From an optimization exercise on the open Yosys and OpenROAD flow, aimed at small area; shortcuts taken in it are not production practice.
The RTL was checked by simulation tests, not by an equivalence proof against the original design.
Power figures rest on the tool's default switching activity, not on a simulated workload.

==> flow/design.v (excerpt) <==
module risc_v_core
(
    input clk,
    input reset_n,
    output [31:0] imem_addr,
    input [31:0] imem_rdata,
    output [29:0] dmem_addr,
    output [3:0] dmem_we,
    output [31:0] dmem_wdata,
    input [31:0] dmem_rdata
);
Size in the first run: ~3800 cells after synthesis, roughly 160 I/O pins.
==> flow/config.mk <==
export PLATFORM = sky130hd
export DESIGN_NAME = risc_v_core
export DESIGN_NICKNAME = risc_v_core
export VERILOG_FILES = /design/flow/design.v
export SDC_FILE = /design/flow/constraint.sdc
export NUM_CORES = 4
export LEC_CHECK = 0
export CAP_MARGIN = 15
export CORE_MARGIN = 2
export CORE_UTILIZATION = 50
export CTS_BUF_LIST = sky130_fd_sc_hd__clkbuf_16
export CTS_CLUSTER_DIAMETER = 90
export CTS_CLUSTER_SIZE = 22
export PLACE_DENSITY = 0.65
export SETUP_SLACK_MARGIN = 0.3
export SLEW_MARGIN = 15
export SYNTH_HIERARCHICAL = 1
==> flow/constraint.sdc <==
create_clock -name core_clock -period 10.5 [get_ports {clk}]
set_input_delay 2.1000 -clock core_clock [delete_from_list [all_inputs] [get_ports {clk}]]
set_output_delay 2.1000 -clock core_clock [all_outputs]
set_load 0.01 [all_outputs]
standard.sh (not shown) runs the stock make flow with config.mk's settings and CLKGATE_MAP_FILE= SYNTH_SCRIPT=/design/flow/synth_recipe.tcl, a recipe that flattens the netlist after the stock synthesis.
==> flow/flow/run.sh <==
#!/bin/bash
# Layout of the design with the standard.sh (ORFS, the standard flow's config and
# synthesis script), with these changes:
#  - synthesis: the adder modules (bkadd) are mapped by ABC with ORFS's
#    delay-oriented script as usual; every other module is mapped with an
#    area-oriented variant of it (see patch_synth.py). Registers are
#    untouched (ABC runs after flip-flop mapping).
#  - clock tree: no dummy loads; clkbuf_16 clusters of up to 22 sinks.
#  - port buffers: buf_2.
# Each tool's output goes to its own log: ORFS writes per-step logs under
# orfs/logs/, and make's output is kept in flow_make.log.
set -euo pipefail
here=$(pwd)
rm -rf "$here/scripts_local"
cp -r "$FLOW_HOME/scripts" "$here/scripts_local"
python3 "$here/flow/patch_synth.py" "$here/scripts_local" > patch_synth.log 2>&1
export SCRIPTS_DIR="$here/scripts_local"
export CTS_ARGS="-sink_clustering_enable -repair_clock_nets -dont_use_dummy_load -sink_clustering_size 22 -sink_clustering_max_diameter 90 -buf_list sky130_fd_sc_hd__clkbuf_16"
export BUFFER_PORTS_ARGS="-buffer_cell sky130_fd_sc_hd__buf_2"
bash standard.sh > flow_make.log 2>&1
==> flow/flow/patch_synth.py <==
# Patch a copy of ORFS's scripts folder (argv[1]): map the bkadd modules with
# the usual ABC script and all other modules with an area-oriented variant of
# it (delay relaxation, no &if -g/&synch2 balancing, no ABC buffering or
# upsizing; OpenROAD repairs slew, capacitance and timing after placement).
import sys, os
d = sys.argv[1]
speed = open(os.path.join(d, "abc_speed.script")).read()
body = speed[:speed.index("&put")]
relaxed = (body.replace("&if -g -K 6\n&synch2\n", "")
               .replace("&st\n&syn2\n", "&st\n&syn2\n&dch\n")
               .replace("&nf\n", "&nf -R 1000\n")) + "&put\n"
assert "&nf -R 1000" in relaxed and "&if" not in relaxed
open(os.path.join(d, "abc_relaxed.script"), "w").write(relaxed)
p = os.path.join(d, "synth.tcl")
s = open(p).read()
old = "  log_cmd abc {*}$abc_args\n} else {"
new = """  log_cmd abc {*}$abc_args bkadd
  set relaxed_args [lreplace $abc_args 1 1 $::env(SCRIPTS_DIR)/abc_relaxed.script]
  log_cmd abc {*}$relaxed_args
} else {"""
assert s.count(old) == 1
s = s.replace(old, new)
open(p, "w").write(s)
print("patched", p)
print(relaxed)
==> next run, changes <==
==> flow/flow/run.sh (replaced) <==
#!/bin/bash
# Layout of the design with the standard.sh (ORFS, the standard flow's config and
# synthesis script), with these changes:
#  - synthesis: the adders (bkadd) and register read muxes (rdmux32) are
#    mapped by ABC with ORFS's delay-oriented script as usual; every other
#    module is mapped with an
#    area-oriented variant of it (see patch_synth.py). Registers are
#    untouched (ABC runs after flip-flop mapping).
#  - clock tree: no dummy loads; clkbuf_8 clusters of up to 14 sinks.
#  - port buffers: buf_2.
# Each tool's output goes to its own log: ORFS writes per-step logs under
# orfs/logs/, and make's output is kept in flow_make.log.
set -euo pipefail
here=$(pwd)
rm -rf "$here/scripts_local"
cp -r "$FLOW_HOME/scripts" "$here/scripts_local"
python3 "$here/flow/patch_synth.py" "$here/scripts_local" > patch_synth.log 2>&1
export SCRIPTS_DIR="$here/scripts_local"
export CTS_ARGS="-sink_clustering_enable -repair_clock_nets -dont_use_dummy_load -sink_clustering_size 14 -sink_clustering_max_diameter 80 -buf_list sky130_fd_sc_hd__clkbuf_8"
export BUFFER_PORTS_ARGS="-buffer_cell sky130_fd_sc_hd__buf_2"
bash standard.sh > flow_make.log 2>&1
--- a/flow/flow/patch_synth.py
+++ b/flow/flow/patch_synth.py
@@ -1,4 +1,5 @@
-# Patch a copy of ORFS's scripts folder (argv[1]): map the bkadd modules with
-# the usual ABC script and all other modules with an area-oriented variant of
+# Patch a copy of ORFS's scripts folder (argv[1]): map the modules on the
+# critical path (bkadd, rdmux32) with the usual ABC script and all other
+# modules with an area-oriented variant of
 # it (delay relaxation, no &if -g/&synch2 balancing, no ABC buffering or
 # upsizing; OpenROAD repairs slew, capacitance and timing after placement).
@@ -15,5 +16,5 @@
 s = open(p).read()
 old = "  log_cmd abc {*}$abc_args\n} else {"
-new = """  log_cmd abc {*}$abc_args bkadd
+new = """  log_cmd abc {*}$abc_args bkadd rdmux32
   set relaxed_args [lreplace $abc_args 1 1 $::env(SCRIPTS_DIR)/abc_relaxed.script]
   log_cmd abc {*}$relaxed_args
Settings changed: CTS_BUF_LIST sky130_fd_sc_hd__clkbuf_16 to unset, CTS_CLUSTER_DIAMETER 90 to unset, CTS_CLUSTER_SIZE 22 to unset, SETUP_SLACK_MARGIN 0.3 to 0.5.
The new run ran to the end with no violations.
Area after synthesis stays flat.
Clock skew goes down by 0.017 ns.
Via count goes down slightly.
First-iteration DRC count goes down by roughly a tenth.
Cell area goes down slightly.
Non-clock buffer count goes down by 52.
Power goes down by a few percent.
==> next run, changes <==
--- a/flow/flow/run.sh
+++ b/flow/flow/run.sh
@@ -8,5 +8,5 @@
 #    untouched (ABC runs after flip-flop mapping).
 #  - clock tree: no dummy loads; clkbuf_8 clusters of up to 14 sinks.
-#  - port buffers: buf_2.
+#  - port buffers: buf_1.
 # Each tool's output goes to its own log: ORFS writes per-step logs under
 # orfs/logs/, and make's output is kept in flow_make.log.
@@ -18,4 +18,4 @@
 export SCRIPTS_DIR="$here/scripts_local"
 export CTS_ARGS="-sink_clustering_enable -repair_clock_nets -dont_use_dummy_load -sink_clustering_size 14 -sink_clustering_max_diameter 80 -buf_list sky130_fd_sc_hd__clkbuf_8"
-export BUFFER_PORTS_ARGS="-buffer_cell sky130_fd_sc_hd__buf_2"
+export BUFFER_PORTS_ARGS="-buffer_cell sky130_fd_sc_hd__buf_1"
 bash standard.sh > flow_make.log 2>&1
After rerunning: Clock power stays flat; final area drops slightly; maximum frequency fell slightly; worst setup slack gets worse by 0.033 ns; non-clock buffer count went up by 3; global-route usage went up by 0.46 points; clock skew came out higher by 0.051 ns; power goes down slightly.

## re-timing with driven ports
Ports are ideal in the flow. The routed layouts listed here were re-timed in OpenROAD. Step 1 sets driving cells, clkbuf_16 on the clock port and buf_2 on the other inputs (assumed; they add their load-dependent delay and slew). Step 2, shift: input delay + t, output delay - t, t = (earliest + latest rising clock arrival at the registers) / 2. This alone moves slack from input paths to output paths. a / b / c = ideal / step 1 / step 2; a / b = the first two.
run | t, ns | setup WS [ns] | hold slack, ns
the first run | 0.758 | 0.266 / 0.194 / 0.406 | 0.331 / 0.331 / 0.331
the second run | 0.875 | 0.646 / 0.567 / 0.856 | 0.328 / 0.328 / 0.328
the third run | 0.864 | 0.613 / 0.536 / 0.704 | 0.323 / 0.323 / 0.323
After both steps setup and hold are still met in every run listed.
